This is an optimization exercise on Yosys and OpenROAD, whose aim is small area, not a production implementation. RTL that was checked went through simulation tests only; none was proved equivalent to the original. For run 1, only the layout was checked, not whether the RTL still works. Power figures rest on the tool's default switching activity, not on a simulated workload.

==> flow/design.v (outline; a module is shown in full before it is edited, if it fits) <==
// module vga: 26 lines
// module bgh: 167 lines
// module bgv: 163 lines
// module Screen: 36 lines
// module nsub11: 14 lines
// module nsub10: 14 lines
// module axb: 66 lines
// module ayb: 68 lines
// module axp: 102 lines
// module aypp: 108 lines
// module ballc: 134 lines
// module padc: 356 lines
// module col: 62 lines
module Screen(clk, reset, hsync, vsync, xball, yball, xpat, ypat, colors);
  // ...
==> flow/flow/run.sh <==
#!/bin/bash
# The standard layout (standard.sh), with two changes:
#  - synthesis runs flow/synth.tcl (see there): the standard script with
#    an area-oriented ABC mapping and the ripple adders as full-adder cells;
#  - port buffers are buf_1 cells instead of the default delay cells.
# All tool output goes to the ORFS logs and to standard.log here.
set -euo pipefail
F=$(cd "$(dirname "${BASH_SOURCE[0]}")" && pwd)
bash standard.sh SYNTH_SCRIPT=$F/synth.tcl \
  "BUFFER_PORTS_ARGS=-buffer_cell sky130_fd_sc_hd__buf_1" finish > standard.log 2>&1
==> flow/flow/adders.v <==
// The ripple adders of Screen.v (nsub11, nsub10) as full-adder cells.
module nsub11(an, b, s);
    input [10:0] an, b;
    output [11:0] s;
    wire [11:0] c;
    sky130_fd_sc_hd__ha_1 B0(.A(an[0]), .B(b[0]), .SUM(s[0]), .COUT(c[1]));
    sky130_fd_sc_hd__fa_1 B1(.A(an[1]), .B(b[1]), .CIN(c[1]), .SUM(s[1]), .COUT(c[2]));
    sky130_fd_sc_hd__fa_1 B2(.A(an[2]), .B(b[2]), .CIN(c[2]), .SUM(s[2]), .COUT(c[3]));
    sky130_fd_sc_hd__fa_1 B3(.A(an[3]), .B(b[3]), .CIN(c[3]), .SUM(s[3]), .COUT(c[4]));
    sky130_fd_sc_hd__fa_1 B4(.A(an[4]), .B(b[4]), .CIN(c[4]), .SUM(s[4]), .COUT(c[5]));
    sky130_fd_sc_hd__fa_1 B5(.A(an[5]), .B(b[5]), .CIN(c[5]), .SUM(s[5]), .COUT(c[6]));
    sky130_fd_sc_hd__fa_1 B6(.A(an[6]), .B(b[6]), .CIN(c[6]), .SUM(s[6]), .COUT(c[7]));
    sky130_fd_sc_hd__fa_1 B7(.A(an[7]), .B(b[7]), .CIN(c[7]), .SUM(s[7]), .COUT(c[8]));
    sky130_fd_sc_hd__fa_1 B8(.A(an[8]), .B(b[8]), .CIN(c[8]), .SUM(s[8]), .COUT(c[9]));
    sky130_fd_sc_hd__fa_1 B9(.A(an[9]), .B(b[9]), .CIN(c[9]), .SUM(s[9]), .COUT(c[10]));
    sky130_fd_sc_hd__fa_1 B10(.A(an[10]), .B(b[10]), .CIN(c[10]), .SUM(s[10]), .COUT(c[11]));
    assign s[11] = c[11];
endmodule
module nsub10(an, b, s);
    input [9:0] an, b;
    output [10:0] s;
    wire [10:0] c;
    sky130_fd_sc_hd__ha_1 B0(.A(an[0]), .B(b[0]), .SUM(s[0]), .COUT(c[1]));
    sky130_fd_sc_hd__fa_1 B1(.A(an[1]), .B(b[1]), .CIN(c[1]), .SUM(s[1]), .COUT(c[2]));
    sky130_fd_sc_hd__fa_1 B2(.A(an[2]), .B(b[2]), .CIN(c[2]), .SUM(s[2]), .COUT(c[3]));
    sky130_fd_sc_hd__fa_1 B3(.A(an[3]), .B(b[3]), .CIN(c[3]), .SUM(s[3]), .COUT(c[4]));
    sky130_fd_sc_hd__fa_1 B4(.A(an[4]), .B(b[4]), .CIN(c[4]), .SUM(s[4]), .COUT(c[5]));
    sky130_fd_sc_hd__fa_1 B5(.A(an[5]), .B(b[5]), .CIN(c[5]), .SUM(s[5]), .COUT(c[6]));
    sky130_fd_sc_hd__fa_1 B6(.A(an[6]), .B(b[6]), .CIN(c[6]), .SUM(s[6]), .COUT(c[7]));
    sky130_fd_sc_hd__fa_1 B7(.A(an[7]), .B(b[7]), .CIN(c[7]), .SUM(s[7]), .COUT(c[8]));
    sky130_fd_sc_hd__fa_1 B8(.A(an[8]), .B(b[8]), .CIN(c[8]), .SUM(s[8]), .COUT(c[9]));
    sky130_fd_sc_hd__fa_1 B9(.A(an[9]), .B(b[9]), .CIN(c[9]), .SUM(s[9]), .COUT(c[10]));
    assign s[10] = c[10];
endmodule
==> flow/flow/area.abc <==
strash
dc2
balance
rewrite
refactor
balance
rewrite
rewrite -z
balance
refactor -z
rewrite -z
balance
&get -n
&deepsyn -T 30
&put
dch
amap
strash
dch
amap
topo
==> flow/flow/synth.tcl <==
# The standard synthesis (synth_recipe.tcl), with these changes:
#  - the combinational mapping runs an area-oriented ABC script (area.abc)
#    instead of ORFS's delay-oriented one, without the Kogge-Stone adder
#    map and without extract_fa;
#  - the ripple adder modules nsub11/nsub10 are mapped to full-adder
#    cells (adders.v).
# Registers are mapped as before.
set ::area_abc [file join [file dirname [file normalize [info script]]] area.abc]
set ::adders [file join [file dirname [file normalize [info script]]] adders.v]
set ::adders_done 0
proc synth {args} {
  # the first call, before flattening: the ripple adders become
  # full-adder cells
  if { !$::adders_done } {
    set ::adders_done 1
    yosys read_verilog -overwrite $::adders
  }
  set i [lsearch -exact $args -extra-map]
  if { $i >= 0 } { set args [lreplace $args $i [expr {$i + 1}]] }
  yosys synth -nofsm -noshare {*}$args
}
# no full/half adder cells: ABC maps the adders' gates with the rest
proc extract_fa {args} {}
proc abc {args} {
  set out {}
  set skip 0
  foreach a $args {
    if { $skip } { set skip 0; continue }
    if { $a eq "-script" || $a eq "-D" || $a eq "-constr" } { set skip 1; continue }
    lappend out $a
  }
  yosys abc -script $::area_abc {*}$out
}
source $::env(SCRIPTS_DIR)/synth.tcl
# left out here: clear keep_hierarchy, flatten, clean up, hide names made inside functions, write 1_2_yosys.v
==> flow/standard.sh <==
#!/bin/bash
# synth_recipe.tcl (not shown) runs the flow's synth.tcl, then flattens the netlist and writes it again
# the make line also repeats each setting of config.mk as NAME=value (left out here)
make -C /OpenROAD-flow-scripts/flow DESIGN_CONFIG=/design/flow/config.mk WORK_HOME=/design/flow/orfs CLKGATE_MAP_FILE= SYNTH_SCRIPT=/design/flow/synth_recipe.tcl "${@:-finish}"
==> flow/config.mk <==
export PLATFORM = sky130hd
export DESIGN_NAME = Screen
export DESIGN_NICKNAME = Screen
export VERILOG_FILES = /design/flow/design.v
export SDC_FILE = /design/flow/constraint.sdc
export NUM_CORES = 4
export LEC_CHECK = 0
export CAP_MARGIN = 20
export CORE_MARGIN = 2
export CORE_UTILIZATION = 40
export SLEW_MARGIN = 20
==> flow/constraint.sdc <==
create_clock -name core_clock -period 16.0 [get_ports {clk}]
set_input_delay 3.2000 -clock core_clock [delete_from_list [all_inputs] [get_ports {clk}]]
set_output_delay 3.2000 -clock core_clock [all_outputs]
set_load 0.01 [all_outputs]
==> reports/qor.csv, run 1 <==
stage,metric,value,unit
detailed_routing,vias post-DR,4262,
timing,Worst Hold Slack,549.0,ps
die,chip width,100.2,µm
power,power density over cell area,56.60,nW/µm²
synth,dominant synthesized flop cell,sky130_fd_sc_hd__dfxtp_1,
cells_and_area,clock buffer count in the final layout,3,
global_routing,via count of the first global-routing pass,4069,
worst_hold_path,Tightest Hold Check Type,reg -> reg,
die,Die ar.,10050,µm²
critical_path,startpoint of the worst setup timing path,xpat[0],
detailed_routing,routed wire length on met3,644,µm
worst_hold_path,min-delay src,VGA.hn[0],
worst_hold_path,worst hold path endpoint,VGA.hn[0],
cells_and_area,antenna diode count,0,
synth,adder and majority gate portion of the synthesized area,21.89,%
critical_path,peak per-stage delay on the critical path,610,ps
place,Cell Count Post-Placement,690,
die,starting density of the core,40.66,%
cells_and_area,final core occ,44.13,%
synth,area fraction of the dominant cell type after synthesis,20.54,%
synth,library cell occupying the most area in the post-synthesis netlist,sky130_fd_sc_hd__fa_1,
cells_and_area,Filler Cells Inserted,938,
cells_and_area,number of multi-input combinational cells in the layout,417,
status,run status,finished clean,
detailed_routing,detailed-route wire length,11710,µm
synth,number of flops mapped to enable cells by yosys,0,
detailed_routing,detailed-routing wirelength on met1,5079,µm
critical_path,internal reg-to-reg setup slack,7480,ps
die,I/O pins,60,
critical_path,destination of the critical timing path,cr,
global_routing,global-route track usage on met2,40.89,%
synth,Yosys warnings,2,
cells_and_area,inverter count of the layout excluding clock inverters,78,
clocking,cts bufs inserted,3,
cells_and_area,footprint of the multi-input gates,2820,µm²
detailed_routing,post-detailed-route wirelength per cell,16.87,µm
==> module Screen, before the edit <==
module Screen(clk, reset, hsync, vsync, xball, yball, xpat, ypat, colors);
    input clk, reset;
    input [10:0] xball, yball, xpat, ypat;
    output hsync, vsync;
    output [11:0] colors;
    wire [10:0] hn;
    wire [9:0] vn;
    vga VGA(clk, reset, hn, vn);
    wire [10:0] hcnt = ~hn;
    wire [9:0] vcnt = ~vn;
    wire [11:0] exb, exp_;
    nsub11 SXB(hn, xball, exb);
    nsub11 SXP(hn, xpat, exp_);
    wire [10:0] eyb, eyp;
    nsub10 SYB(vn, yball[9:0], eyb);
    nsub10 SYP(vn, ypat[9:0], eyp);
    wire bx, by, px, py, hx1, hx2, hy1, hy2;
    wire [4:0] axb_, ayb_;
    wire [6:0] axp_, ayp_;
    axb WXB(exb[10:0], exb[11], bx, axb_);
    ayb WYB(eyb[9:0], eyb[10], yball[10], by, ayb_);
    axp WXP(exp_[10:0], exp_[11], px, axp_, hx1, hx2);
    aypp WYP(eyp[9:0], eyp[10], ypat[10], py, ayp_, hy1, hy2);
    wire b20, b22, p60, p65;
    ballc CB(axb_, ayb_, b20, b22);    
    padc CP(axp_, ayp_, p60, p65);     
    wire bh, sh, th, hl, bv, sv, tv, vl;
    bgh BH(hcnt, bh, sh, th, hl, hsync);
    bgv BV(vcnt, bv, sv, tv, vl, vsync);
    wire nr, ng3, ngl, nb;
    col C(bx, by, px, py, b20, b22, p60, p65, hx1, hx2, hy1, hy2,
          bh, bv, sh, sv, th, tv, hl, vl, nr, ng3, ngl, nb);
    reg cr, cg3, cgl, cb;
    always @(posedge clk) {cr, cg3, cgl, cb} <= {nr, ng3, ngl, nb};
    assign colors = {{4{cr}}, cg3, {3{cgl}}, {4{cb}}};
endmodule
==> run 2, diff against run 1 <==
--- a/flow/design.v
+++ b/flow/design.v
@@ -24,17 +24,86 @@
         end
     endgenerate
 endmodule
-module bgh(input [10:0] hcnt, output bh, sh, th, hl, hs);
+module bgall(input [10:0] hcnt, input [9:0] vcnt, output border, output yellow, output hs, output vs);
     wire n_new_n100;
-    wire n_new_n17;
-    wire n_new_n18;
-    wire n_new_n19;
-    wire n_new_n20;
-    wire n_new_n21;
-    wire n_new_n22;
-    wire n_new_n23;
-    wire n_new_n24;
-    wire n_new_n25;
+    wire n_new_n101;
+    wire n_new_n103;
+    wire n_new_n104;
+    wire n_new_n105;
+    wire n_new_n106;
+    wire n_new_n107;
+    wire n_new_n108;
+    wire n_new_n109;
+    wire n_new_n110;
+    wire n_new_n111;
+    wire n_new_n112;
+    wire n_new_n113;
+    wire n_new_n114;
+    wire n_new_n115;
+    wire n_new_n116;
+    wire n_new_n117;
+    wire n_new_n118;
+    wire n_new_n119;
+    wire n_new_n120;
+    wire n_new_n121;
+    wire n_new_n122;
+    wire n_new_n123;
+    wire n_new_n124;
+    wire n_new_n125;
+    wire n_new_n126;
+    wire n_new_n127;
+    wire n_new_n128;
+    wire n_new_n129;
+    wire n_new_n130;
+    wire n_new_n131;
+    wire n_new_n132;
+    wire n_new_n133;
+    wire n_new_n134;
+    wire n_new_n135;
+    wire n_new_n136;
+    wire n_new_n137;
+    wire n_new_n138;
+    wire n_new_n139;
+    wire n_new_n140;
+    wire n_new_n141;
+    wire n_new_n142;
+    wire n_new_n143;
+    wire n_new_n144;
+    wire n_new_n145;
+    wire n_new_n146;
+    wire n_new_n147;
+    wire n_new_n148;
+    wire n_new_n149;
+    wire n_new_n150;
+    wire n_new_n151;
+    wire n_new_n152;
+    wire n_new_n153;
+    wire n_new_n154;
+    wire n_new_n155;
+    wire n_new_n156;
+    wire n_new_n157;
+    wire n_new_n158;
+    wire n_new_n159;
+    wire n_new_n160;
+    wire n_new_n161;
+    wire n_new_n162;
+    wire n_new_n163;
+    wire n_new_n164;
+    wire n_new_n165;
+    wire n_new_n166;
+    wire n_new_n167;
+    wire n_new_n168;
+    wire n_new_n169;
+    wire n_new_n170;
+    wire n_new_n171;
+    wire n_new_n172;
+    wire n_new_n173;
+    wire n_new_n174;
+    wire n_new_n176;
+    wire n_new_n177;
+    wire n_new_n179;
+    wire n_new_n180;
+    wire n_new_n181;
     wire n_new_n26;
     wire n_new_n27;
     wire n_new_n28;
@@ -96,170 +165,6 @@
     wire n_new_n84;
     wire n_new_n85;
     wire n_new_n86;
-    wire n_new_n88;
-    wire n_new_n89;
-    wire n_new_n91;
-    wire n_new_n92;
-    wire n_new_n93;
-    wire n_new_n94;
-    wire n_new_n95;
-    wire n_new_n98;
-    wire n_new_n99;
-    assign n_new_n17 = (hcnt[2] & hcnt[3]);
-    assign n_new_n18 = (~hcnt[0] & ~hcnt[1]);
-    assign n_new_n19 = (n_new_n17 & ~n_new_n18);
-    assign n_new_n20 = (hcnt[9] & n_new_n19);
-    assign n_new_n21 = (hcnt[6] & ~n_new_n20);
-    assign n_new_n22 = (~hcnt[7] & ~hcnt[10]);
-    assign n_new_n23 = (hcnt[4] & n_new_n22);
-    assign n_new_n24 = (hcnt[5] & n_new_n23);
-    assign n_new_n25 = (~hcnt[1] & ~hcnt[2]);
-    assign n_new_n26 = (hcnt[3] & ~n_new_n25);
-    assign n_new_n27 = (~hcnt[6] & n_new_n26);
-    assign n_new_n28 = (~hcnt[2] & ~hcnt[3]);
-    assign n_new_n29 = (~hcnt[0] & ~hcnt[9]);
-    assign n_new_n30 = (hcnt[1] & ~n_new_n29);
-    assign n_new_n31 = (n_new_n28 & ~n_new_n30);
-    assign n_new_n32 = (~n_new_n27 & ~n_new_n31);
-    assign n_new_n33 = (n_new_n24 & n_new_n32);
-    assign n_new_n34 = (~n_new_n21 & n_new_n33);
-    assign n_new_n35 = (~hcnt[6] & ~hcnt[7]);
-    assign n_new_n36 = (~hcnt[4] & ~hcnt[6]);
-    assign n_new_n37 = (hcnt[9] & ~hcnt[10]);
-    assign n_new_n38 = (n_new_n36 & n_new_n37);
-    assign n_new_n39 = (n_new_n28 & n_new_n38);
-    assign n_new_n40 = (~n_new_n35 & ~n_new_n39);
-    assign n_new_n41 = (~n_new_n28 & ~n_new_n38);
-    assign n_new_n42 = (~n_new_n40 & ~n_new_n41);
-    assign n_new_n43 = (~hcnt[7] & ~n_new_n19);
-    assign n_new_n44 = (n_new_n42 & ~n_new_n43);
-    assign n_new_n45 = (hcnt[1] & n_new_n17);
-    assign n_new_n46 = (~hcnt[9] & hcnt[10]);
-    assign n_new_n47 = (~hcnt[4] & hcnt[7]);
-    assign n_new_n48 = (n_new_n46 & n_new_n47);
-    assign n_new_n49 = (~n_new_n45 & n_new_n48);
-    assign n_new_n50 = (hcnt[0] & hcnt[1]);
-    assign n_new_n51 = (hcnt[2] & n_new_n50);
-    assign n_new_n52 = (hcnt[3] & n_new_n51);
-    assign n_new_n53 = (hcnt[9] & n_new_n23);
-    assign n_new_n54 = (~n_new_n52 & n_new_n53);
-    assign n_new_n55 = (~n_new_n49 & ~n_new_n54);
-    assign n_new_n56 = (~n_new_n44 & n_new_n55);
-    assign n_new_n57 = (~hcnt[3] & ~n_new_n51);
-    assign n_new_n58 = (hcnt[6] & ~n_new_n57);
-    assign n_new_n59 = (~n_new_n42 & ~n_new_n58);
-    assign n_new_n60 = (~hcnt[5] & ~n_new_n59);
-    assign n_new_n61 = (~n_new_n56 & n_new_n60);
-    assign n_new_n62 = (~n_new_n34 & ~n_new_n61);
-    assign n_new_n63 = (~hcnt[8] & ~hcnt[9]);
-    assign n_new_n64 = (hcnt[6] & hcnt[7]);
-    assign n_new_n65 = (hcnt[10] & n_new_n64);
-    assign n_new_n66 = (~hcnt[5] & ~n_new_n19);
-    assign n_new_n67 = (n_new_n22 & n_new_n36);
-    assign n_new_n68 = (~hcnt[8] & n_new_n67);
-    assign n_new_n69 = (~n_new_n66 & n_new_n68);
-    assign n_new_n70 = (~n_new_n65 & ~n_new_n69);
-    assign n_new_n71 = (~hcnt[4] & ~hcnt[5]);
-    assign n_new_n72 = (n_new_n57 & n_new_n71);
-    assign n_new_n73 = (~n_new_n70 & ~n_new_n72);
-    assign n_new_n74 = (hcnt[5] & n_new_n26);
-    assign n_new_n75 = (n_new_n22 & n_new_n63);
-    assign n_new_n76 = (~hcnt[6] & n_new_n75);
-    assign n_new_n77 = (~n_new_n74 & n_new_n76);
-    assign n_new_n78 = (~n_new_n73 & ~n_new_n77);
-    assign n_new_n79 = (n_new_n63 & ~n_new_n78);
-    assign n_new_n80 = (n_new_n62 & n_new_n79);
-    assign n_new_n81 = (~hcnt[6] & n_new_n71);
-    assign n_new_n82 = (n_new_n28 & n_new_n81);
-    assign n_new_n83 = (hcnt[8] & n_new_n46);
-    assign n_new_n84 = (~hcnt[7] & n_new_n18);
-    assign n_new_n85 = (n_new_n83 & n_new_n84);
-    assign n_new_n86 = (n_new_n82 & n_new_n85);
-    assign bh = ~((~n_new_n80 & ~n_new_n86));
-    assign n_new_n88 = (n_new_n24 & n_new_n58);
-    assign n_new_n89 = (n_new_n75 & ~n_new_n88);
-    assign sh = (n_new_n78 & n_new_n89);
-    assign n_new_n91 = (hcnt[7] & ~n_new_n82);
-    assign n_new_n92 = (~hcnt[8] & ~n_new_n91);
-    assign n_new_n93 = (~hcnt[10] & ~n_new_n92);
-    assign n_new_n94 = (~n_new_n63 & ~n_new_n67);
-    assign n_new_n95 = (~n_new_n93 & n_new_n94);
-    assign th = (n_new_n78 & ~n_new_n95);
-    assign hl = (~hcnt[8] & ~n_new_n62);
-    assign n_new_n98 = (~hcnt[3] & n_new_n71);
-    assign n_new_n99 = (n_new_n64 & ~n_new_n98);
-    assign n_new_n100 = (~n_new_n35 & n_new_n83);
-    assign hs = ~((~n_new_n99 & n_new_n100));
-endmodule
-module bgv(input [9:0] vcnt, output bv, sv, tv, vl, vs);
-    wire n_new_n16;
-    wire n_new_n17;
-    wire n_new_n18;
-    wire n_new_n19;
-    wire n_new_n20;
-    wire n_new_n21;
-    wire n_new_n22;
-    wire n_new_n23;
-    wire n_new_n24;
-    wire n_new_n25;
-    wire n_new_n26;
-    wire n_new_n27;
-    wire n_new_n28;
-    wire n_new_n29;
-    wire n_new_n30;
-    wire n_new_n31;
-    wire n_new_n32;
-    wire n_new_n33;
-    wire n_new_n34;
-    wire n_new_n35;
-    wire n_new_n36;
-    wire n_new_n37;
-    wire n_new_n38;
-    wire n_new_n39;
-    wire n_new_n40;
-    wire n_new_n41;
-    wire n_new_n42;
-    wire n_new_n43;
-    wire n_new_n44;
-    wire n_new_n45;
-    wire n_new_n46;
-    wire n_new_n47;
-    wire n_new_n48;
-    wire n_new_n49;
-    wire n_new_n50;
-    wire n_new_n51;
-    wire n_new_n52;
-    wire n_new_n53;
-    wire n_new_n55;
-    wire n_new_n56;
-    wire n_new_n57;
-    wire n_new_n58;
-    wire n_new_n59;
-    wire n_new_n60;
-    wire n_new_n61;
-    wire n_new_n62;
-    wire n_new_n63;
-    wire n_new_n64;
-    wire n_new_n66;
-    wire n_new_n67;
-    wire n_new_n68;
-    wire n_new_n69;
-    wire n_new_n70;
-    wire n_new_n71;
-    wire n_new_n72;
-    wire n_new_n73;
-    wire n_new_n74;
-    wire n_new_n75;
-    wire n_new_n76;
-    wire n_new_n77;
-    wire n_new_n78;
-    wire n_new_n79;
-    wire n_new_n80;
-    wire n_new_n81;
-    wire n_new_n82;
-    wire n_new_n83;
-    wire n_new_n85;
-    wire n_new_n86;
     wire n_new_n87;
     wire n_new_n88;
     wire n_new_n89;
@@ -267,92 +172,169 @@
     wire n_new_n91;
     wire n_new_n92;
     wire n_new_n93;
+    wire n_new_n94;
     wire n_new_n95;
     wire n_new_n96;
     wire n_new_n97;
-    assign n_new_n16 = (~vcnt[0] & ~vcnt[1]);
-    assign n_new_n17 = (vcnt[8] & n_new_n16);
-    assign n_new_n18 = (vcnt[5] & ~vcnt[7]);
-    assign n_new_n19 = (~n_new_n17 & n_new_n18);
-    assign n_new_n20 = (vcnt[2] & ~vcnt[9]);
-    assign n_new_n21 = (~vcnt[1] & ~n_new_n20);
-    assign n_new_n22 = (vcnt[3] & ~n_new_n21);
-    assign n_new_n23 = (n_new_n19 & ~n_new_n22);
-    assign n_new_n24 = (~vcnt[8] & ~vcnt[9]);
-    assign n_new_n25 = (~vcnt[2] & ~n_new_n24);
-    assign n_new_n26 = (vcnt[3] & ~n_new_n18);
-    assign n_new_n27 = (n_new_n25 & ~n_new_n26);
-    assign n_new_n28 = (~n_new_n23 & ~n_new_n27);
-    assign n_new_n29 = (vcnt[0] & vcnt[1]);
-    assign n_new_n30 = (~n_new_n25 & n_new_n29);
-    assign n_new_n31 = (~vcnt[5] & vcnt[7]);
-    assign n_new_n32 = (vcnt[1] & ~vcnt[9]);
-    assign n_new_n33 = (n_new_n31 & ~n_new_n32);
-    assign n_new_n34 = (~vcnt[3] & ~n_new_n20);
-    assign n_new_n35 = (~n_new_n33 & n_new_n34);
-    assign n_new_n36 = (~n_new_n30 & n_new_n35);
-    assign n_new_n37 = (vcnt[8] & vcnt[9]);
-    assign n_new_n38 = (vcnt[4] & ~n_new_n37);
-    assign n_new_n39 = (~n_new_n36 & n_new_n38);
-    assign n_new_n40 = (~n_new_n28 & n_new_n39);
-    assign n_new_n41 = (~vcnt[3] & ~vcnt[4]);
-    assign n_new_n42 = (~vcnt[2] & n_new_n41);
-    assign n_new_n43 = (vcnt[5] & ~n_new_n42);
-    assign n_new_n44 = (vcnt[6] & vcnt[7]);
-    assign n_new_n45 = (vcnt[9] & n_new_n44);
-    assign n_new_n46 = (n_new_n43 & n_new_n45);
-    assign n_new_n47 = (~vcnt[6] & ~vcnt[7]);
-    assign n_new_n48 = (n_new_n24 & n_new_n47);
-    assign n_new_n49 = (vcnt[3] & vcnt[4]);
-    assign n_new_n50 = (vcnt[5] & n_new_n49);
-    assign n_new_n51 = (n_new_n48 & ~n_new_n50);
-    assign n_new_n52 = (~n_new_n37 & ~n_new_n51);
-    assign n_new_n53 = (~n_new_n46 & n_new_n52);
-    assign bv = (~n_new_n40 & ~n_new_n53);
-    assign n_new_n55 = (vcnt[1] & vcnt[2]);
-    assign n_new_n56 = (n_new_n50 & n_new_n55);
-    assign n_new_n57 = (~vcnt[6] & ~n_new_n56);
-    assign n_new_n58 = (~vcnt[2] & n_new_n16);
-    assign n_new_n59 = (~vcnt[7] & n_new_n49);
+    wire n_new_n98;
+    wire n_new_n99;
+    assign n_new_n26 = (hcnt[1] & hcnt[2]);
+    assign n_new_n27 = (hcnt[0] & n_new_n26);
+    assign n_new_n28 = (~hcnt[3] & ~n_new_n27);
+    assign n_new_n29 = (hcnt[6] & ~n_new_n28);
+    assign n_new_n30 = (hcnt[3] & ~hcnt[5]);
+    assign n_new_n31 = (n_new_n27 & n_new_n30);
+    assign n_new_n32 = (~hcnt[0] & ~hcnt[1]);
+    assign n_new_n33 = (hcnt[2] & hcnt[3]);
+    assign n_new_n34 = (~n_new_n32 & n_new_n33);
+    assign n_new_n35 = (hcnt[5] & ~n_new_n34);
+    assign n_new_n36 = (~n_new_n31 & ~n_new_n35);
+    assign n_new_n37 = (n_new_n29 & n_new_n36);
+    assign n_new_n38 = (hcnt[9] & ~hcnt[10]);
+    assign n_new_n39 = (n_new_n37 & n_new_n38);
+    assign n_new_n40 = (~hcnt[6] & ~hcnt[10]);
+    assign n_new_n41 = (~hcnt[5] & hcnt[9]);
+    assign n_new_n42 = (n_new_n40 & n_new_n41);
+    assign n_new_n43 = (~hcnt[2] & ~hcnt[3]);
+    assign n_new_n44 = (n_new_n42 & n_new_n43);
+    assign n_new_n45 = (~hcnt[0] & ~hcnt[9]);
+    assign n_new_n46 = (hcnt[1] & ~n_new_n45);
+    assign n_new_n47 = (n_new_n43 & ~n_new_n46);
+    assign n_new_n48 = (~hcnt[1] & ~hcnt[2]);
+    assign n_new_n49 = (hcnt[3] & ~n_new_n48);
+    assign n_new_n50 = (hcnt[5] & n_new_n40);
+    assign n_new_n51 = (~n_new_n49 & n_new_n50);
+    assign n_new_n52 = (~n_new_n47 & n_new_n51);
+    assign n_new_n53 = (~n_new_n44 & ~n_new_n52);
+    assign n_new_n54 = (~n_new_n39 & n_new_n53);
+    assign n_new_n55 = (hcnt[4] & ~n_new_n54);
+    assign n_new_n56 = (~hcnt[4] & ~hcnt[5]);
+    assign n_new_n57 = (~n_new_n26 & n_new_n56);
+    assign n_new_n58 = (~hcnt[3] & n_new_n56);
+    assign n_new_n59 = (hcnt[6] & hcnt[7]);
     assign n_new_n60 = (~n_new_n58 & n_new_n59);
-    assign n_new_n61 = (~n_new_n18 & ~n_new_n60);
-    assign n_new_n62 = (~n_new_n57 & n_new_n61);
-    assign n_new_n63 = (vcnt[8] & ~vcnt[9]);
-    assign n_new_n64 = (~n_new_n47 & n_new_n63);
-    assign sv = (~n_new_n62 & n_new_n64);
-    assign n_new_n66 = (~vcnt[9] & ~n_new_n29);
-    assign n_new_n67 = (~vcnt[8] & ~n_new_n16);
-    assign n_new_n68 = (vcnt[2] & n_new_n49);
-    assign n_new_n69 = (n_new_n67 & n_new_n68);
-    assign n_new_n70 = (~n_new_n66 & n_new_n69);
-    assign n_new_n71 = (~vcnt[5] & ~n_new_n70);
-    assign n_new_n72 = (vcnt[1] & ~vcnt[8]);
-    assign n_new_n73 = (~vcnt[9] & n_new_n41);
-    assign n_new_n74 = (~n_new_n72 & n_new_n73);
-    assign n_new_n75 = (n_new_n43 & ~n_new_n74);
-    assign n_new_n76 = (vcnt[8] & n_new_n58);
-    assign n_new_n77 = (~n_new_n37 & n_new_n44);
-    assign n_new_n78 = (~n_new_n76 & n_new_n77);
-    assign n_new_n79 = (~n_new_n75 & n_new_n78);
-    assign n_new_n80 = (~n_new_n71 & n_new_n79);
-    assign n_new_n81 = (vcnt[9] & n_new_n80);
-    assign n_new_n82 = (n_new_n23 & n_new_n48);
-    assign n_new_n83 = (n_new_n53 & ~n_new_n82);
-    assign tv = (~n_new_n81 & n_new_n83);
-    assign n_new_n85 = (~n_new_n25 & n_new_n67);
-    assign n_new_n86 = (~vcnt[2] & ~n_new_n29);
-    assign n_new_n87 = (~vcnt[9] & ~n_new_n86);
-    assign n_new_n88 = (~n_new_n85 & ~n_new_n87);
-    assign n_new_n89 = (vcnt[3] & ~vcnt[4]);
-    assign n_new_n90 = (n_new_n31 & n_new_n89);
-    assign n_new_n91 = (~n_new_n88 & n_new_n90);
-    assign n_new_n92 = (~n_new_n40 & ~n_new_n91);
-    assign n_new_n93 = (~vcnt[6] & ~n_new_n92);
-    assign vl = ~((~n_new_n80 & ~n_new_n93));
-    assign n_new_n95 = (~n_new_n29 & n_new_n37);
-    assign n_new_n96 = (n_new_n47 & n_new_n95);
-    assign n_new_n97 = (n_new_n42 & n_new_n96);
-    assign vs = ~((n_new_n19 & n_new_n97));
+    assign n_new_n61 = (~n_new_n57 & n_new_n60);
+    assign n_new_n62 = (~hcnt[8] & ~n_new_n61);
+    assign n_new_n63 = (hcnt[4] & hcnt[5]);
+    assign n_new_n64 = (hcnt[3] & n_new_n63);
+    assign n_new_n65 = (n_new_n40 & ~n_new_n64);
+    assign n_new_n66 = (~hcnt[9] & ~n_new_n65);
+    assign n_new_n67 = (~hcnt[4] & n_new_n42);
+    assign n_new_n68 = (~n_new_n66 & ~n_new_n67);
+    assign n_new_n69 = (n_new_n62 & ~n_new_n68);
+    assign n_new_n70 = (~hcnt[4] & n_new_n44);
+    assign n_new_n71 = (hcnt[7] & ~n_new_n70);
+    assign n_new_n72 = (~hcnt[8] & ~n_new_n71);
+    assign n_new_n73 = (~hcnt[10] & ~n_new_n72);
+    assign n_new_n74 = (~n_new_n69 & ~n_new_n73);
+    assign n_new_n75 = (~hcnt[8] & ~hcnt[9]);
+    assign n_new_n76 = (~hcnt[6] & ~hcnt[7]);
+    assign n_new_n77 = (n_new_n45 & n_new_n48);
+    assign n_new_n78 = (n_new_n76 & n_new_n77);
+    assign n_new_n79 = (n_new_n58 & n_new_n78);
+    assign n_new_n80 = (~n_new_n75 & ~n_new_n79);
+    assign n_new_n81 = (n_new_n74 & ~n_new_n80);
+    assign n_new_n82 = (~n_new_n55 & n_new_n81);
+    assign n_new_n83 = (vcnt[4] & vcnt[5]);
+    assign n_new_n84 = (vcnt[0] & vcnt[1]);
+    assign n_new_n85 = (~vcnt[2] & ~vcnt[3]);
+    assign n_new_n86 = (~n_new_n84 & n_new_n85);
+    assign n_new_n87 = (n_new_n83 & ~n_new_n86);
+    assign n_new_n88 = (~vcnt[6] & ~vcnt[7]);
+    assign n_new_n89 = (~vcnt[8] & ~vcnt[9]);
+    assign n_new_n90 = (n_new_n88 & n_new_n89);
+    assign n_new_n91 = (~n_new_n87 & n_new_n90);
+    assign n_new_n92 = (~vcnt[3] & ~vcnt[4]);
+    assign n_new_n93 = (vcnt[5] & n_new_n92);
+    assign n_new_n94 = (~vcnt[2] & n_new_n93);
+    assign n_new_n95 = (vcnt[6] & vcnt[7]);
+    assign n_new_n96 = (vcnt[9] & n_new_n95);
+    assign n_new_n97 = (vcnt[5] & n_new_n96);
+    assign n_new_n98 = (~n_new_n94 & n_new_n97);
+    assign n_new_n99 = (vcnt[8] & vcnt[9]);
+    assign n_new_n100 = (~n_new_n98 & ~n_new_n99);
+    assign n_new_n101 = (~n_new_n91 & n_new_n100);
+    assign border = ~((~n_new_n82 & n_new_n101));
+    assign n_new_n103 = (vcnt[1] & ~vcnt[8]);
+    assign n_new_n104 = (vcnt[2] & ~vcnt[9]);
+    assign n_new_n105 = (~n_new_n103 & ~n_new_n104);
+    assign n_new_n106 = (~vcnt[1] & vcnt[8]);
+    assign n_new_n107 = (~vcnt[9] & ~n_new_n106);
+    assign n_new_n108 = (~vcnt[2] & ~n_new_n107);
+    assign n_new_n109 = (vcnt[3] & ~n_new_n108);
+    assign n_new_n110 = (~n_new_n105 & n_new_n109);
+    assign n_new_n111 = (~vcnt[0] & ~vcnt[1]);
+    assign n_new_n112 = (vcnt[2] & ~n_new_n111);
+    assign n_new_n113 = (vcnt[9] & ~n_new_n84);
+    assign n_new_n114 = (n_new_n112 & ~n_new_n113);
+    assign n_new_n115 = (~vcnt[3] & ~n_new_n114);
+    assign n_new_n116 = (n_new_n83 & n_new_n88);
+    assign n_new_n117 = (~n_new_n115 & n_new_n116);
+    assign n_new_n118 = (~n_new_n110 & n_new_n117);
+    assign n_new_n119 = (vcnt[4] & n_new_n85);
+    assign n_new_n120 = (~n_new_n107 & n_new_n119);
+    assign n_new_n121 = (~vcnt[0] & n_new_n105);
+    assign n_new_n122 = (~vcnt[4] & ~n_new_n121);
+    assign n_new_n123 = (n_new_n109 & n_new_n122);
+    assign n_new_n124 = (~n_new_n120 & ~n_new_n123);
+    assign n_new_n125 = (~vcnt[5] & ~vcnt[6]);
+    assign n_new_n126 = (vcnt[7] & n_new_n125);
+    assign n_new_n127 = (~n_new_n124 & n_new_n126);
+    assign n_new_n128 = (~n_new_n118 & ~n_new_n127);
+    assign n_new_n129 = (~n_new_n99 & ~n_new_n128);
+    assign n_new_n130 = (vcnt[3] & vcnt[4]);
+    assign n_new_n131 = (~vcnt[5] & n_new_n130);
+    assign n_new_n132 = (n_new_n112 & n_new_n131);
+    assign n_new_n133 = (~n_new_n94 & ~n_new_n132);
+    assign n_new_n134 = (~vcnt[8] & ~n_new_n133);
+    assign n_new_n135 = (~vcnt[2] & n_new_n111);
+    assign n_new_n136 = (~n_new_n103 & ~n_new_n135);
+    assign n_new_n137 = (~n_new_n134 & ~n_new_n136);
+    assign n_new_n138 = (vcnt[0] & n_new_n103);
+    assign n_new_n139 = (~n_new_n93 & ~n_new_n138);
+    assign n_new_n140 = (~vcnt[9] & n_new_n95);
+    assign n_new_n141 = (~n_new_n139 & n_new_n140);
+    assign n_new_n142 = (~n_new_n137 & n_new_n141);
+    assign n_new_n143 = (~n_new_n129 & ~n_new_n142);
+    assign n_new_n144 = (n_new_n74 & ~n_new_n143);
+    assign n_new_n145 = (~hcnt[9] & hcnt[10]);
+    assign n_new_n146 = (n_new_n62 & n_new_n145);
+    assign n_new_n147 = (n_new_n37 & n_new_n146);
+    assign n_new_n148 = (~n_new_n72 & ~n_new_n147);
+    assign n_new_n149 = (n_new_n29 & n_new_n63);
+    assign n_new_n150 = (n_new_n130 & ~n_new_n135);
+    assign n_new_n151 = (~vcnt[5] & vcnt[6]);
+    assign n_new_n152 = (~n_new_n150 & n_new_n151);
+    assign n_new_n153 = (vcnt[1] & vcnt[2]);
+    assign n_new_n154 = (vcnt[3] & ~vcnt[6]);
+    assign n_new_n155 = (n_new_n153 & n_new_n154);
+    assign n_new_n156 = (n_new_n83 & n_new_n155);
+    assign n_new_n157 = (~hcnt[10] & vcnt[8]);
+    assign n_new_n158 = (~vcnt[9] & n_new_n157);
+    assign n_new_n159 = (~n_new_n88 & ~n_new_n95);
+    assign n_new_n160 = (n_new_n158 & n_new_n159);
+    assign n_new_n161 = (~n_new_n156 & n_new_n160);
+    assign n_new_n162 = (n_new_n66 & n_new_n161);
+    assign n_new_n163 = (~n_new_n152 & n_new_n162);
+    assign n_new_n164 = (~n_new_n149 & n_new_n163);
+    assign n_new_n165 = (n_new_n34 & n_new_n67);
+    assign n_new_n166 = (~hcnt[7] & ~n_new_n165);
+    assign n_new_n167 = (~n_new_n164 & n_new_n166);
+    assign n_new_n168 = (~n_new_n55 & n_new_n167);
+    assign n_new_n169 = (~n_new_n148 & ~n_new_n168);
+    assign n_new_n170 = (n_new_n87 & n_new_n90);
+    assign n_new_n171 = (~n_new_n110 & n_new_n170);
+    assign n_new_n172 = (n_new_n96 & n_new_n134);
+    assign n_new_n173 = (~n_new_n171 & ~n_new_n172);
+    assign n_new_n174 = (~n_new_n169 & n_new_n173);
+    assign yellow = ~((~n_new_n144 & n_new_n174));
+    assign n_new_n176 = (hcnt[8] & ~n_new_n76);
+    assign n_new_n177 = (n_new_n145 & n_new_n176);
+    assign hs = ~((~n_new_n60 & n_new_n177));
+    assign n_new_n179 = (vcnt[8] & n_new_n88);
+    assign n_new_n180 = (~n_new_n111 & n_new_n179);
+    assign n_new_n181 = (n_new_n113 & n_new_n180);
+    assign vs = ~((n_new_n94 & n_new_n181));
 endmodule
 module Screen(clk, reset, hsync, vsync, xball, yball, xpat, ypat, colors);
     input clk, reset;
@@ -380,12 +362,11 @@
     wire b20, b22, p60, p65;
     ballc CB(axb_, ayb_, b20, b22);    
     padc CP(axp_, ayp_, p60, p65);     
-    wire bh, sh, th, hl, bv, sv, tv, vl;
-    bgh BH(hcnt, bh, sh, th, hl, hsync);
-    bgv BV(vcnt, bv, sv, tv, vl, vsync);
+    wire border, yellow;
+    bgall BG(hcnt, vcnt, border, yellow, hsync, vsync);
     wire nr, ng3, ngl, nb;
-    col C(bx, by, px, py, b20, b22, p60, p65, hx1, hx2, hy1, hy2,
-          bh, bv, sh, sv, th, tv, hl, vl, nr, ng3, ngl, nb);
+    col2 C(bx, by, px, py, b20, b22, p60, p65, hx1, hx2, hy1, hy2,
+           border, yellow, nr, ng3, ngl, nb);
     reg cr, cg3, cgl, cb;
     always @(posedge clk) {cr, cg3, cgl, cb} <= {nr, ng3, ngl, nb};
     assign colors = {{4{cr}}, cg3, {3{cgl}}, {4{cb}}};
@@ -1252,7 +1233,13 @@
     assign n_new_n193 = (n_new_n182 & n_new_n192);
     assign z1 = ~((~n_new_n188 & ~n_new_n193));
 endmodule
-module col(input bx, by, px, py, b20, b22, p60, p65, hx1, hx2, hy1, hy2, bh, bv, sh, sv, th, tv, hl, vl, output cr, cg3, cgl, cb);
+module col2(input bx, by, px, py, b20, b22, p60, p65, hx1, hx2, hy1, hy2, border, yellow, output cr, cg3, cgl, cb);
+    wire n_new_n19;
+    wire n_new_n20;
+    wire n_new_n21;
+    wire n_new_n22;
+    wire n_new_n23;
+    wire n_new_n24;
     wire n_new_n25;
     wire n_new_n26;
     wire n_new_n27;
@@ -1261,56 +1248,38 @@
     wire n_new_n30;
     wire n_new_n31;
     wire n_new_n32;
-    wire n_new_n33;
     wire n_new_n34;
     wire n_new_n35;
     wire n_new_n36;
-    wire n_new_n37;
-    wire n_new_n38;
     wire n_new_n39;
     wire n_new_n40;
     wire n_new_n41;
     wire n_new_n42;
     wire n_new_n43;
-    wire n_new_n44;
-    wire n_new_n46;
-    wire n_new_n47;
-    wire n_new_n48;
-    wire n_new_n51;
-    wire n_new_n52;
-    wire n_new_n53;
-    wire n_new_n54;
-    wire n_new_n55;
-    assign n_new_n25 = (hx1 & hy1);
-    assign n_new_n26 = (~hl & ~vl);
-    assign n_new_n27 = (th & tv);
-    assign n_new_n28 = (~n_new_n26 & ~n_new_n27);
-    assign n_new_n29 = (sh & sv);
-    assign n_new_n30 = (~n_new_n28 & ~n_new_n29);
-    assign n_new_n31 = (~bh & ~bv);
-    assign n_new_n32 = (~n_new_n30 & n_new_n31);
-    assign n_new_n33 = (px & py);
-    assign n_new_n34 = (p65 & n_new_n33);
-    assign n_new_n35 = (hx2 & hy2);
-    assign n_new_n36 = (~n_new_n34 & ~n_new_n35);
-    assign n_new_n37 = (~n_new_n32 & n_new_n36);
-    assign n_new_n38 = (~n_new_n25 & ~n_new_n37);
-    assign n_new_n39 = (p60 & n_new_n33);
-    assign n_new_n40 = (bx & by);
-    assign n_new_n41 = (b20 & n_new_n40);
-    assign n_new_n42 = (~n_new_n39 & ~n_new_n41);
-    assign n_new_n43 = (b22 & n_new_n40);
-    assign n_new_n44 = (n_new_n42 & ~n_new_n43);
-    assign cr = ~((~n_new_n38 & n_new_n44));
-    assign n_new_n46 = (~n_new_n25 & n_new_n37);
-    assign n_new_n47 = (~n_new_n39 & ~n_new_n46);
-    assign n_new_n48 = (~n_new_n43 & ~n_new_n47);
-    assign cg3 = ~((~n_new_n41 & n_new_n48));
-    assign cgl = (~n_new_n41 & ~n_new_n48);
-    assign n_new_n51 = (~b20 & n_new_n43);
-    assign n_new_n52 = (n_new_n30 & n_new_n31);
-    assign n_new_n53 = (n_new_n36 & ~n_new_n52);
-    assign n_new_n54 = (~n_new_n25 & n_new_n42);
-    assign n_new_n55 = (~n_new_n53 & n_new_n54);
-    assign cb = ~((~n_new_n51 & ~n_new_n55));
+    assign n_new_n19 = (hx1 & hy1);
+    assign n_new_n20 = (~border & yellow);
+    assign n_new_n21 = (px & py);
+    assign n_new_n22 = (p65 & n_new_n21);
+    assign n_new_n23 = (hx2 & hy2);
+    assign n_new_n24 = (~n_new_n22 & ~n_new_n23);
+    assign n_new_n25 = (~n_new_n20 & n_new_n24);
+    assign n_new_n26 = (~n_new_n19 & ~n_new_n25);
+    assign n_new_n27 = (bx & by);
+    assign n_new_n28 = (b22 & n_new_n27);
+    assign n_new_n29 = (p60 & n_new_n21);
+    assign n_new_n30 = (b20 & n_new_n27);
+    assign n_new_n31 = (~n_new_n29 & ~n_new_n30);
+    assign n_new_n32 = (~n_new_n28 & n_new_n31);
+    assign cr = ~((~n_new_n26 & n_new_n32));
+    assign n_new_n34 = (~n_new_n19 & n_new_n25);
+    assign n_new_n35 = (~n_new_n29 & ~n_new_n34);
+    assign n_new_n36 = (~n_new_n28 & ~n_new_n35);
+    assign cg3 = ~((~n_new_n30 & n_new_n36));
+    assign cgl = (~n_new_n30 & ~n_new_n36);
+    assign n_new_n39 = (~b20 & n_new_n28);
+    assign n_new_n40 = (~border & ~yellow);
+    assign n_new_n41 = (n_new_n24 & ~n_new_n40);
+    assign n_new_n42 = (~n_new_n19 & n_new_n31);
+    assign n_new_n43 = (~n_new_n41 & n_new_n42);
+    assign cb = ~((~n_new_n39 & ~n_new_n43));
 endmodule
==> flow/flow/area.abc (replaced) <==
strash
dch -f
amap
strash
dch -f
amap
strash
dch -f
amap
topo
--- a/flow/config.mk
+++ b/flow/config.mk
@@ -8,4 +8,7 @@
 export CAP_MARGIN = 20
 export CORE_MARGIN = 2
 export CORE_UTILIZATION = 40
+export CTS_BUF_LIST = sky130_fd_sc_hd__clkbuf_16
+export CTS_CLUSTER_DIAMETER = 200
+export CTS_CLUSTER_SIZE = 50
 export SLEW_MARGIN = 20
==> run 2 against run 1 <==
Worst setup slack better by 330 ps; sequential power hardly changed; critical path type unchanged; still clean; final cell count up 0.14%; highest routed layer unchanged.
==> reports/qor.csv, run 2 <==
stage,metric,value,unit,change
status,run status,finished clean,,
die,Die ar.,9911,µm²,-1.3%
die,starting density of the core,41.47,%,+0.82 points
global_routing,largest net degree at the start of global routing,15,,
power,power density over cell area,58.97,nW/µm²,+4.2%
critical_path,CP max stage cell,sky130_fd_sc_hd__a21oi_1,,
die,chip width,99.56,µm,-0.67%
synth,area fraction of the dominant cell type after synthesis,20.83,%,+0.29 points
synth,gate count of the mapped netlist,534,,
power,total design power,236.7,µW,
global_routing,gr usage total,22.41,%,
detailed_routing,post-detailed-route DRC marker count,0,,
cells_and_area,"most common cell after layout, fill and taps aside",sky130_fd_sc_hd__nor2_1,,
timing,slew at the pin closest to its max-slew limit,954.1,ps,
cells_and_area,antenna diode count,0,,unchanged
power,P_leak,1.213,nW,
place,Cell Count Post-Placement,691,,+0.14%
clocking,number of buffers between clock root and the deepest sink,2,,
critical_path,Worst Setup Path Type,in -> reg,,
timing,timing-limited maximum frequency,92.74,MHz,
critical_path,required time at the endpoint of the critical path,16130,ps,
timing,number of max-slew violations in the final report,0,,
cells_and_area,final standard cell count with taps included and fillers excluded,695,,
critical_path,category of the worst setup path capture point,flip-flop,,
critical_path,kind of launch point of the worst setup path,input port,,
synth,top post-synthesis cells by area,"sky130_fd_sc_hd__fa_1 21%, sky130_fd_sc_hd__dfxtp_1 14%, sky130_fd_sc_hd__nor2_1 12%",,
detailed_routing,initial detailed-routing violation count,306,,
detailed_routing,number of vias per cell after detailed routing,5.947,,
place,count of buffers from port buffering,59,,
clocking,CTS Hold Buffers Added,0,,
clocking,root buffer cell,sky130_fd_sc_hd__clkbuf_16,,
clocking,number of setup buffers added after CTS,0,,
clocking,number of sinks driven by the clock tree,25,,
cells_and_area,synth-to-layout area growth,9.901,%,
clocking,cts bufs inserted,3,,unchanged
clocking,clock latency reported for the late side of the worst-skew pair,270,ps,
global_routing,total congestion overflow after global routing,0,,
timing,Finish-stage setup viols,0,,
clocking,number of H-tree levels,1,,
clocking,clock tree from TritonCTS,done,,
job,number of max-cap violations,0,,
synth,most common library cells after synthesis,"114 x sky130_fd_sc_hd__nor2_1, 75 x sky130_fd_sc_hd__clkinv_1, 46 x sky130_fd_sc_hd__nand2_1",,
detailed_routing,first-pass iteration count of the detailed router,5,,
die,I/O pins,60,,unchanged
cells_and_area,most frequent cells in the layout,"114 x sky130_fd_sc_hd__nor2_1, 75 x sky130_fd_sc_hd__clkinv_1, 59 x sky130_fd_sc_hd__buf_1",,
cells_and_area,final core occ,45.58,%,+1.4 points
global_routing,antenna violations before repair,0,,
clocking,clock transition at the registers of the reported paths,70,ps,
cells_and_area,"Most flops, register",VGA.hn,,
synth,number of flops mapped to enable cells by yosys,0,,unchanged
timing,Relative slew margins,35.72,%,
critical_path,largest fanout on the critical path,8,,
synth,post-synthesis cell type count,44,,
timing,setup repair after global routing missed its margin,false,,
synth,fraction of the yosys area taken by sequential cells,13.70,%,
timing,fraction of the cycle the final worst path needs,67.39,%,
die,core area,8806,µm²,
die,Vert. Die Dim,99.56,µm,
die,floorplan row count,34,,
synth,most repeated cell in the gate-level netlist after synthesis,sky130_fd_sc_hd__nor2_1,,
place,area of placed instances,3934,µm²,
place,sum of net half-perimeters after detailed placement,9493,µm,
critical_path,critical path data arrival time,10920,ps,
timing,total count of hold-check failures in the final report,0,,
synth,flop and latch count out of synthesis,25,,
power,worst vdd ir,0.03584,mV,
cells_and_area,max FFs per register,11,,
synth,syn_area_per_cell,6.839,µm²,
synth,library cell occupying the most area in the post-synthesis netlist,sky130_fd_sc_hd__fa_1,,
critical_path,dominant cell type by count on the critical path,sky130_fd_sc_hd__fa_1,,
detailed_routing,vias post-DR,4133,,-3.0%
timing,final worst path period need,10780,ps,
place,Placer Congestion,1.042,,
clocking,# resized after CTS,0,,
worst_hold_path,Tightest Hold Check Type,reg -> reg,,
cells_and_area,share of layout cells above drive strength 1,1.022,%,
detailed_routing,detailed-route wire length,11220,µm,-4.2%
cells_and_area,design area,4014,µm²,
detailed_routing,Post-DRT Antenna Nets,0,,
cells_and_area,Final #Nets,676,,
cells_and_area,Regs by FF count,"VGA.hn (11), VGA.vn (10)",,
timing,total negative setup slack,0,ps,
synth,dominant synthesized flop cell,sky130_fd_sc_hd__dfxtp_1,,
global_routing,wire length of the first global-routing pass,17940,µm,
synth,post-synthesis async set-or-reset flop share,0,%,
timing,worst-case clock skew,5.771,ps,
synth,Yosys warnings,2,,unchanged
critical_path,peak per-stage delay on the critical path,590,ps,-20 ps
global_routing,via count of the first global-routing pass,3811,,-6.3%
detailed_routing,post-detailed-route wirelength per cell,16.14,µm,-4.3%
synth,summed instance area of the synthesized netlist,3652,µm²,
synth,post-synth net total,622,,
==> run 2: cell types whose count changed in the layout (fill, tap and decap cells not counted), moves of 4 or more <==
cell	previous run	this run
sky130_fd_sc_hd__nand2_1	28	46
sky130_fd_sc_hd__o31a_1	4	0
sky130_fd_sc_hd__o311ai_0	1	5
sky130_fd_sc_hd__nor3_1	30	21
sky130_fd_sc_hd__o32a_1	5	1
sky130_fd_sc_hd__or3_1	11	7
sky130_fd_sc_hd__nor4_1	8	12
sky130_fd_sc_hd__o22ai_1	11	5
sky130_fd_sc_hd__o211ai_1	5	13
sky130_fd_sc_hd__nand3_1	12	7
sky130_fd_sc_hd__nor2_1	106	114
sky130_fd_sc_hd__or2_0	5	0
==> run 2: final cells by class <==
type                            count  area, µm²
Clock inverter                      1      5.005
Clock buffer                        3      75.07
Tap cell                          108      135.1
Inverter                           75      281.5
Multi-Input combinational cell    422       2780
Fill cell                         938       4792
Timing Repair Buffer               61      236.5
Sequential cell                    25      500.5
==> run 2: kinds of logic after synthesis <==
kind of cell,share of synthesized area (%)
flops,13.70
simple gates,26.10
fa+ha+maj,22.20
buf+inv,10.17
compound gates,27.82
==> run 2: worst paths after layout <==
| path | startpoint | to | slack (ps) | depth (start not counted) |
|---|---|---|---|---|
| worst max register to register | VGA.hn[0] | cgl | 7810 | 30 |
| worst max-delay path | xpat[0] | cgl | 5220 | 31 |
| worst min-delay path | VGA.hn[0] | VGA.hn[0] | 460 | 1 |
| worst min register to register | VGA.hn[0] | VGA.hn[0] | 460 | 1 |
==> run 2: power by group <==
part	switching (mW)	internal [mW]	leakage, nW
logic	0.0759	0.0383	0.970
registers	0.00113	0.0627	0.203
clock network	0.0248	0.0338	0.0409
==> run 2: worst max-delay path, delay by kind of cell <==
| kind | cells | cell delay (ps) |
|---|---|---|
| AOI/OAI and AO/OA | 13 | 2470 |
| adders and majority gates | 11 | 4180 |
| buffers and inverters | 3 | 480 |
| and+or+nand+nor | 4 | 570 |
==> run 2: metrics by stage <==
| stage | hold slack (ps) | setup WS (ps) |
|---|---|---|
| after floorplan | 406.9 | 6088 |
| after global placement | 457.4 | 4976 |
| after detailed placement | 456.9 | 5028 |
| after CTS | 472.9 | 5328 |
| after global routing | 513.2 | 4811 |
| final | 461.7 | 5217 |
==> run 2: per-layer routing <==
layer  up-vias  track usage (%)  routed length, µm
met5         -                0                  0
li1       2005                -                  -
met2       177            40.28               5517
met1      1914            27.78               4736
met3        37            2.319                568
met4         0            8.008                397
==> run 3, diff against run 2 <==
--- a/flow/config.mk
+++ b/flow/config.mk
@@ -8,7 +8,4 @@
 export CAP_MARGIN = 20
 export CORE_MARGIN = 2
 export CORE_UTILIZATION = 40
-export CTS_BUF_LIST = sky130_fd_sc_hd__clkbuf_16
-export CTS_CLUSTER_DIAMETER = 200
-export CTS_CLUSTER_SIZE = 50
 export SLEW_MARGIN = 20
==> run 3 against run 2 <==
Still clean; die area stayed put; via count is essentially flat; clock-buffer cell count unchanged; critical path type unchanged.
==> reports/qor.csv, run 3 <==
stage,metric,value,unit,change
status,run status,finished clean,,
global_routing,largest net degree at the start of global routing,15,,unchanged
synth,flop and latch count out of synthesis,25,,unchanged
synth,most common library cells after synthesis,"114 x sky130_fd_sc_hd__nor2_1, 75 x sky130_fd_sc_hd__clkinv_1, 46 x sky130_fd_sc_hd__nand2_1",,
global_routing,total congestion overflow after global routing,0,,unchanged
clocking,CTS Hold Buffers Added,0,,unchanged
clocking,number of sinks driven by the clock tree,25,,unchanged
detailed_routing,detailed-route wire length,11240,µm,+0.22%
place,Placer Congestion,1.042,,unchanged
place,count of buffers from port buffering,59,,unchanged
job,number of max-cap violations,0,,unchanged
cells_and_area,synth-to-layout area growth,8.976,%,
global_routing,gr usage total,22.26,%,-0.15 points
die,I/O pins,60,,unchanged
critical_path,dominant cell type by count on the critical path,sky130_fd_sc_hd__fa_1,,
timing,final worst path period need,10810,ps,+29.28 ps
synth,library cell occupying the most area in the post-synthesis netlist,sky130_fd_sc_hd__fa_1,,
die,floorplan row count,34,,unchanged
clocking,number of setup buffers added after CTS,0,,unchanged
critical_path,critical path data arrival time,10970,ps,+50 ps
clocking,number of buffers between clock root and the deepest sink,2,,unchanged
power,P_leak,1.198,nW,-1.3%
synth,post-synthesis async set-or-reset flop share,0,%,unchanged
cells_and_area,Filler Cells Inserted,946,,+0.85%
cells_and_area,Final #Nets,676,,unchanged
critical_path,Worst Setup Path Type,in -> reg,,
timing,total negative setup slack,0,ps,unchanged
cells_and_area,most frequent cells in the layout,"114 x sky130_fd_sc_hd__nor2_1, 75 x sky130_fd_sc_hd__clkinv_1, 59 x sky130_fd_sc_hd__buf_1",,
clocking,cts bufs inserted,3,,unchanged
die,core area,8806,µm²,unchanged
timing,Finish-stage setup viols,0,,unchanged
global_routing,wire length of the first global-routing pass,17880,µm,-0.31%
timing,slew at the pin closest to its max-slew limit,917.3,ps,-36.85 ps
cells_and_area,antenna diode count,0,,unchanged
cells_and_area,design area,3980,µm²,-0.84%
die,Vert. Die Dim,99.56,µm,unchanged
power,power density over cell area,54.99,nW/µm²,-6.7%
clocking,root buffer cell,sky130_fd_sc_hd__clkbuf_8,,
synth,top post-synthesis cells by area,"sky130_fd_sc_hd__fa_1 21%, sky130_fd_sc_hd__dfxtp_1 14%, sky130_fd_sc_hd__nor2_1 12%",,
clocking,# resized after CTS,0,,unchanged
cells_and_area,Regs by FF count,"VGA.hn (11), VGA.vn (10)",,
detailed_routing,first-pass iteration count of the detailed router,5,,unchanged
timing,fraction of the cycle the final worst path needs,67.58,%,+0.18 points
worst_hold_path,Tightest Hold Check Type,reg -> reg,,
cells_and_area,max FFs per register,11,,unchanged
synth,summed instance area of the synthesized netlist,3652,µm²,unchanged
synth,most repeated cell in the gate-level netlist after synthesis,sky130_fd_sc_hd__nor2_1,,
synth,post-synth net total,622,,unchanged
critical_path,CP max stage cell,sky130_fd_sc_hd__a21oi_1,,
critical_path,largest fanout on the critical path,8,,unchanged
timing,timing-limited maximum frequency,92.49,MHz,-0.27%
power,total design power,218.9,µW,-7.5%
detailed_routing,Post-DRT Antenna Nets,0,,unchanged
clocking,number of H-tree levels,1,,unchanged
synth,dominant synthesized flop cell,sky130_fd_sc_hd__dfxtp_1,,
synth,fraction of the yosys area taken by sequential cells,13.70,%,unchanged
timing,setup slack of the critical path after layout,5188,ps,-29.28 ps
timing,Worst Hold Slack,467.1,ps,+5.417 ps
critical_path,category of the worst setup path capture point,flip-flop,,
critical_path,kind of launch point of the worst setup path,input port,,
cells_and_area,share of layout cells above drive strength 1,1.022,%,unchanged
cells_and_area,"Most flops, register",VGA.hn,,
timing,total count of hold-check failures in the final report,0,,unchanged
synth,Yosys warnings,2,,unchanged
die,chip width,99.56,µm,unchanged
detailed_routing,post-detailed-route wirelength per cell,16.18,µm,+0.22%
detailed_routing,post-detailed-route DRC marker count,0,,unchanged
global_routing,via count of the first global-routing pass,3806,,-0.13%
timing,worst-case clock skew,13.65,ps,+7.882 ps
synth,post-synthesis cell type count,44,,unchanged
timing,Relative slew margins,38.85,%,+3.1 points
synth,number of flops mapped to enable cells by yosys,0,,unchanged
clocking,clock tree from TritonCTS,done,,
synth,gate count of the mapped netlist,534,,unchanged
place,area of placed instances,3934,µm²,unchanged
power,worst vdd ir,0.03447,mV,-3.8%
clocking,clock latency reported for the late side of the worst-skew pair,280,ps,about the same
synth,area fraction of the dominant cell type after synthesis,20.83,%,unchanged
critical_path,required time at the endpoint of the critical path,16160,ps,+30 ps
die,starting density of the core,41.47,%,unchanged
detailed_routing,number of vias per cell after detailed routing,5.945,,about the same
die,Die ar.,9911,µm²,unchanged
timing,setup repair after global routing missed its margin,false,,
place,worst setup timing slack at the placement stage,5028,ps,unchanged
detailed_routing,initial detailed-routing violation count,315,,+2.9%
global_routing,antenna violations before repair,0,,unchanged
clocking,clock transition at the registers of the reported paths,110,ps,+40 ps
synth,syn_area_per_cell,6.839,µm²,unchanged
detailed_routing,vias post-DR,4132,,-0.024%
cells_and_area,"most common cell after layout, fill and taps aside",sky130_fd_sc_hd__nor2_1,,
timing,number of max-slew violations in the final report,0,,unchanged
critical_path,peak per-stage delay on the critical path,590,ps,about the same
place,sum of net half-perimeters after detailed placement,9493,µm,unchanged
run 3: kinds of logic after synthesis:
kind of cell,count (synthesis),synth area share (%)
AO/OA/AOI/OAI,159,27.82
buffers and inverters,87,10.17
AND/OR/NAND/NOR,221,26.10
adder cells (fa/ha/maj),42,22.20
flip-flops,25,13.70
run 3: power by group:
part	internal [mW]	switching, mW
registers	0.0628	0.00113
logic	0.0383	0.0763
clock network	0.0175	0.0228
run 3: per-stage QoR:
| step | cells | util (%) |
|---|---|---|
| after floorplan | 534 | - |
| after global placement | 691 | 44.67 |
| after detailed placement | 691 | 44.67 |
| after CTS | 695 | 45.20 |
| after global routing | 695 | 45.20 |
| final | 695 | 45.20 |
run 3: final cells by class:
type	count	area [µm²]	share of cell area (%)
Timing Repair Buffer	61	236.5	5.942
Multi-Input combinational cell	422	2780	69.85
Sequential cell	25	500.5	12.57
Clock inverter	1	5.005	0.1257
Clock buffer	3	41.29	1.037
Inverter	75	281.5	7.073
Tap cell	108	135.1	3.395
run 3: per-layer routing:
layer / share of wire [%] / global-route usage [%] / routed length (µm) / up-vias
li1: - / - / - / 2007
met1: 42 / 27.83 / 4757 / 1913
met2: 49 / 40.07 / 5500 / 178
met3: 5.4 / 2.108 / 609 / 34
met4: 3.3 / 7.587 / 376 / 0
met5: 0 / 0 / 0 / -
run 3: path summary, 6_finish.rpt:
kind / from / to / slack, ps / depth (start not counted)
min reg2reg: VGA.hn[0] / VGA.hn[0] / 470 / 1
min: VGA.hn[0] / VGA.hn[0] / 470 / 1
max: xpat[0] / cgl / 5190 / 31
max reg2reg: VGA.hn[0] / cgl / 7770 / 30
run 3: worst max-delay path: cells and delay by family:
kind	cells	cell delay [ps]
AND/OR/NAND/NOR	4	570
adder cells (fa/ha/maj)	11	4180
AO/OA/AOI/OAI	13	2510
buffers and inverters	3	480
==> run 4, diff against run 3 <==
--- a/flow/config.mk
+++ b/flow/config.mk
@@ -8,4 +8,5 @@
 export CAP_MARGIN = 20
 export CORE_MARGIN = 2
 export CORE_UTILIZATION = 40
+export CTS_BUF_LIST = sky130_fd_sc_hd__clkbuf_8 sky130_fd_sc_hd__clkbuf_4
 export SLEW_MARGIN = 20
==> run 4 against run 3 <==
Synthesized cell count unchanged; highest routed layer unchanged; hold slack unchanged; still clean on timing, DRC and antenna; global-route usage is the same; die area is the same; critical path type unchanged; first-iteration DRC count unchanged.
==> reports/qor.csv, run 4 <==
stage,metric,value,unit,change
synth,number of flops mapped to enable cells by yosys,0,,unchanged
power,P_leak,1.198,nW,unchanged
clocking,number of sinks driven by the clock tree,25,,unchanged
cells_and_area,most frequent cells in the layout,"114 x sky130_fd_sc_hd__nor2_1, 75 x sky130_fd_sc_hd__clkinv_1, 59 x sky130_fd_sc_hd__buf_1",,
clocking,number of H-tree levels,1,,unchanged
timing,timing-limited maximum frequency,92.49,MHz,unchanged
die,Vert. Die Dim,99.56,µm,unchanged
worst_hold_path,Tightest Hold Check Type,reg -> reg,,
clocking,clock latency reported for the late side of the worst-skew pair,280,ps,about the same
cells_and_area,synth-to-layout area growth,8.976,%,unchanged
clocking,root buffer cell,sky130_fd_sc_hd__clkbuf_8,,
timing,slew at the pin closest to its max-slew limit,917.3,ps,unchanged
die,starting density of the core,41.47,%,unchanged
cells_and_area,share of layout cells above drive strength 1,1.022,%,unchanged
detailed_routing,number of vias per cell after detailed routing,5.945,,unchanged
clocking,cts bufs inserted,3,,unchanged
critical_path,Top delay family on crit path,adder cells,,
die,I/O pins,60,,unchanged
synth,fraction of the yosys area taken by sequential cells,13.70,%,unchanged
synth,gate count of the mapped netlist,534,,unchanged
synth,area fraction of the dominant cell type after synthesis,20.83,%,unchanged
synth,top post-synthesis cells by area,"sky130_fd_sc_hd__fa_1 21%, sky130_fd_sc_hd__dfxtp_1 14%, sky130_fd_sc_hd__nor2_1 12%",,
timing,total negative setup slack,0,ps,unchanged
cells_and_area,Final #Nets,676,,unchanged
critical_path,internal reg-to-reg setup slack,7770,ps,about the same
timing,number of max-slew violations in the final report,0,,unchanged
timing,setup repair after global routing missed its margin,false,,
job,number of max-cap violations,0,,unchanged
critical_path,kind of launch point of the worst setup path,input port,,
synth,post-synthesis async set-or-reset flop share,0,%,unchanged
global_routing,antenna violations before repair,0,,unchanged
timing,Relative slew margins,38.85,%,unchanged
place,Cell Count Post-Placement,691,,unchanged
power,total design power,218.9,µW,unchanged
clocking,clock tree from TritonCTS,done,,
clocking,clock transition at the registers of the reported paths,110,ps,about the same
critical_path,Worst Setup Path Type,in -> reg,,
detailed_routing,vias post-DR,4132,,unchanged
detailed_routing,first-pass iteration count of the detailed router,5,,unchanged
synth,Yosys warnings,2,,unchanged
global_routing,via count of the first global-routing pass,3806,,unchanged
global_routing,gr usage total,22.26,%,unchanged
critical_path,required time at the endpoint of the critical path,16160,ps,about the same
die,Die ar.,9911,µm²,unchanged
critical_path,CP Buf/Inv Count,3,,unchanged
critical_path,CP max stage cell,sky130_fd_sc_hd__a21oi_1,,
global_routing,total congestion overflow after global routing,0,,unchanged
critical_path,category of the worst setup path capture point,flip-flop,,
cells_and_area,Filler Cells Inserted,946,,unchanged
synth,summed instance area of the synthesized netlist,3652,µm²,unchanged
synth,dominant synthesized flop cell,sky130_fd_sc_hd__dfxtp_1,,
critical_path,peak per-stage delay on the critical path,590,ps,about the same
critical_path,dominant cell type by count on the critical path,sky130_fd_sc_hd__fa_1,,
die,core area,8806,µm²,unchanged
synth,most repeated cell in the gate-level netlist after synthesis,sky130_fd_sc_hd__nor2_1,,
power,power density over cell area,54.99,nW/µm²,unchanged
critical_path,largest fanout on the critical path,8,,unchanged
clocking,CTS Hold Buffers Added,0,,unchanged
die,floorplan row count,34,,unchanged
critical_path,critical path data arrival time,10970,ps,about the same
cells_and_area,final standard cell count with taps included and fillers excluded,695,,unchanged
cells_and_area,register area,500.5,µm²,unchanged
global_routing,largest net degree at the start of global routing,15,,unchanged
timing,worst-case clock skew,13.65,ps,unchanged
cells_and_area,footprint of the multi-input gates,2780,µm²,unchanged
cells_and_area,max FFs per register,11,,unchanged
power,worst vdd ir,0.03447,mV,unchanged
cells_and_area,Regs by FF count,"VGA.hn (11), VGA.vn (10)",,
global_routing,wire length of the first global-routing pass,17880,µm,unchanged
synth,post-synth net total,622,,unchanged
synth,post-synthesis cell type count,44,,unchanged
synth,flop and latch count out of synthesis,25,,unchanged
cells_and_area,antenna diode count,0,,unchanged
synth,syn_area_per_cell,6.839,µm²,unchanged
clocking,# resized after CTS,0,,unchanged
cells_and_area,"most common cell after layout, fill and taps aside",sky130_fd_sc_hd__nor2_1,,
timing,total count of hold-check failures in the final report,0,,unchanged
clocking,number of buffers between clock root and the deepest sink,2,,unchanged
status,run status,finished clean,,
place,Placer Congestion,1.042,,unchanged
clocking,number of setup buffers added after CTS,0,,unchanged
detailed_routing,post-detailed-route wirelength per cell,16.18,µm,unchanged
timing,Finish-stage setup viols,0,,unchanged
timing,final worst path period need,10810,ps,unchanged
cells_and_area,"Most flops, register",VGA.hn,,
die,chip width,99.56,µm,unchanged
timing,fraction of the cycle the final worst path needs,67.58,%,unchanged
detailed_routing,post-detailed-route DRC marker count,0,,unchanged
synth,most common library cells after synthesis,"114 x sky130_fd_sc_hd__nor2_1, 75 x sky130_fd_sc_hd__clkinv_1, 46 x sky130_fd_sc_hd__nand2_1",,
place,count of buffers from port buffering,59,,unchanged
synth,library cell occupying the most area in the post-synthesis netlist,sky130_fd_sc_hd__fa_1,,
detailed_routing,Post-DRT Antenna Nets,0,,unchanged
place,sum of net half-perimeters after detailed placement,9493,µm,unchanged
detailed_routing,initial detailed-routing violation count,315,,unchanged
detailed_routing,detailed-route wire length,11240,µm,unchanged
run 4: cell counts after synthesis:
No cell type changed its count.
run 4: worst reg2reg max path: cells and delay by family, from the launching register on:
family          cells  cell delay (ps)
flops               1              370
compound gates     13             2520
buf+inv             2              420
fa+ha+maj          11             4230
simple gates        4              570
run 4: layer usage:
metal	up-vias	part of all wire (%)	wire, µm	track usage [%]
li1	2007	-	-	-
met1	1913	42	4757	27.83
met2	178	49	5500	40.07
met3	34	5.4	609	2.108
met4	0	3.3	376	7.587
met5	-	0	0	0
run 4: cells by family after synthesis:
family,share of synthesized area [%]
fa+ha+maj,22.20
compound gates,27.82
buf+inv,10.17
flops,13.70
simple gates,26.10
run 4: worst paths after layout:
check	startpoint	endpoint	cells past startpoint
max	xpat[0]	cgl	31
min	VGA.hn[0]	VGA.hn[0]	1
max reg2reg	VGA.hn[0]	cgl	30
min reg2reg	VGA.hn[0]	VGA.hn[0]	1
run 4: power breakdown:
part / internal [mW] / switching (mW) / leakage [nW]
Combinational: 0.0383 / 0.0763 / 0.970
Clock: 0.0175 / 0.0228 / 0.0255
Sequential: 0.0628 / 0.00113 / 0.203
Total: 0.119 / 0.100 / 1.20
run 4: stage by stage:
| step | utilization [%] | instance area, µm² | setup slack [ps] | hold slack (ps) |
|---|---|---|---|---|
| final | 45.20 | 3980 | 5188 | 467.1 |
| after detailed placement | 44.67 | 3934 | 5028 | 456.9 |
| after CTS | 45.20 | 3980 | 5351 | 479.7 |
| after global placement | 44.67 | 3934 | 4976 | 457.4 |
| after global routing | 45.20 | 3980 | 4835 | 520.0 |
| after floorplan | - | 3652 | 6088 | 406.9 |
run 4: layout make-up:
cell class / count / area share, %
well taps: 108 / 3.395
clock inverters: 1 / 0.1257
multi-input cells: 422 / 69.85
inverters: 75 / 7.073
flip-flops and latches: 25 / 12.57
repair buffers: 61 / 5.942
clock buffers: 3 / 1.037

Re-timed with assumed drivers on the ports (clkbuf_16 on the clock, buf_2 on other inputs), run 4 has 5.197 ns of setup slack against 5.188 ns with ideal ports, and 4.894 ns once port delays also move by the mid clock arrival of 0.303 ns.
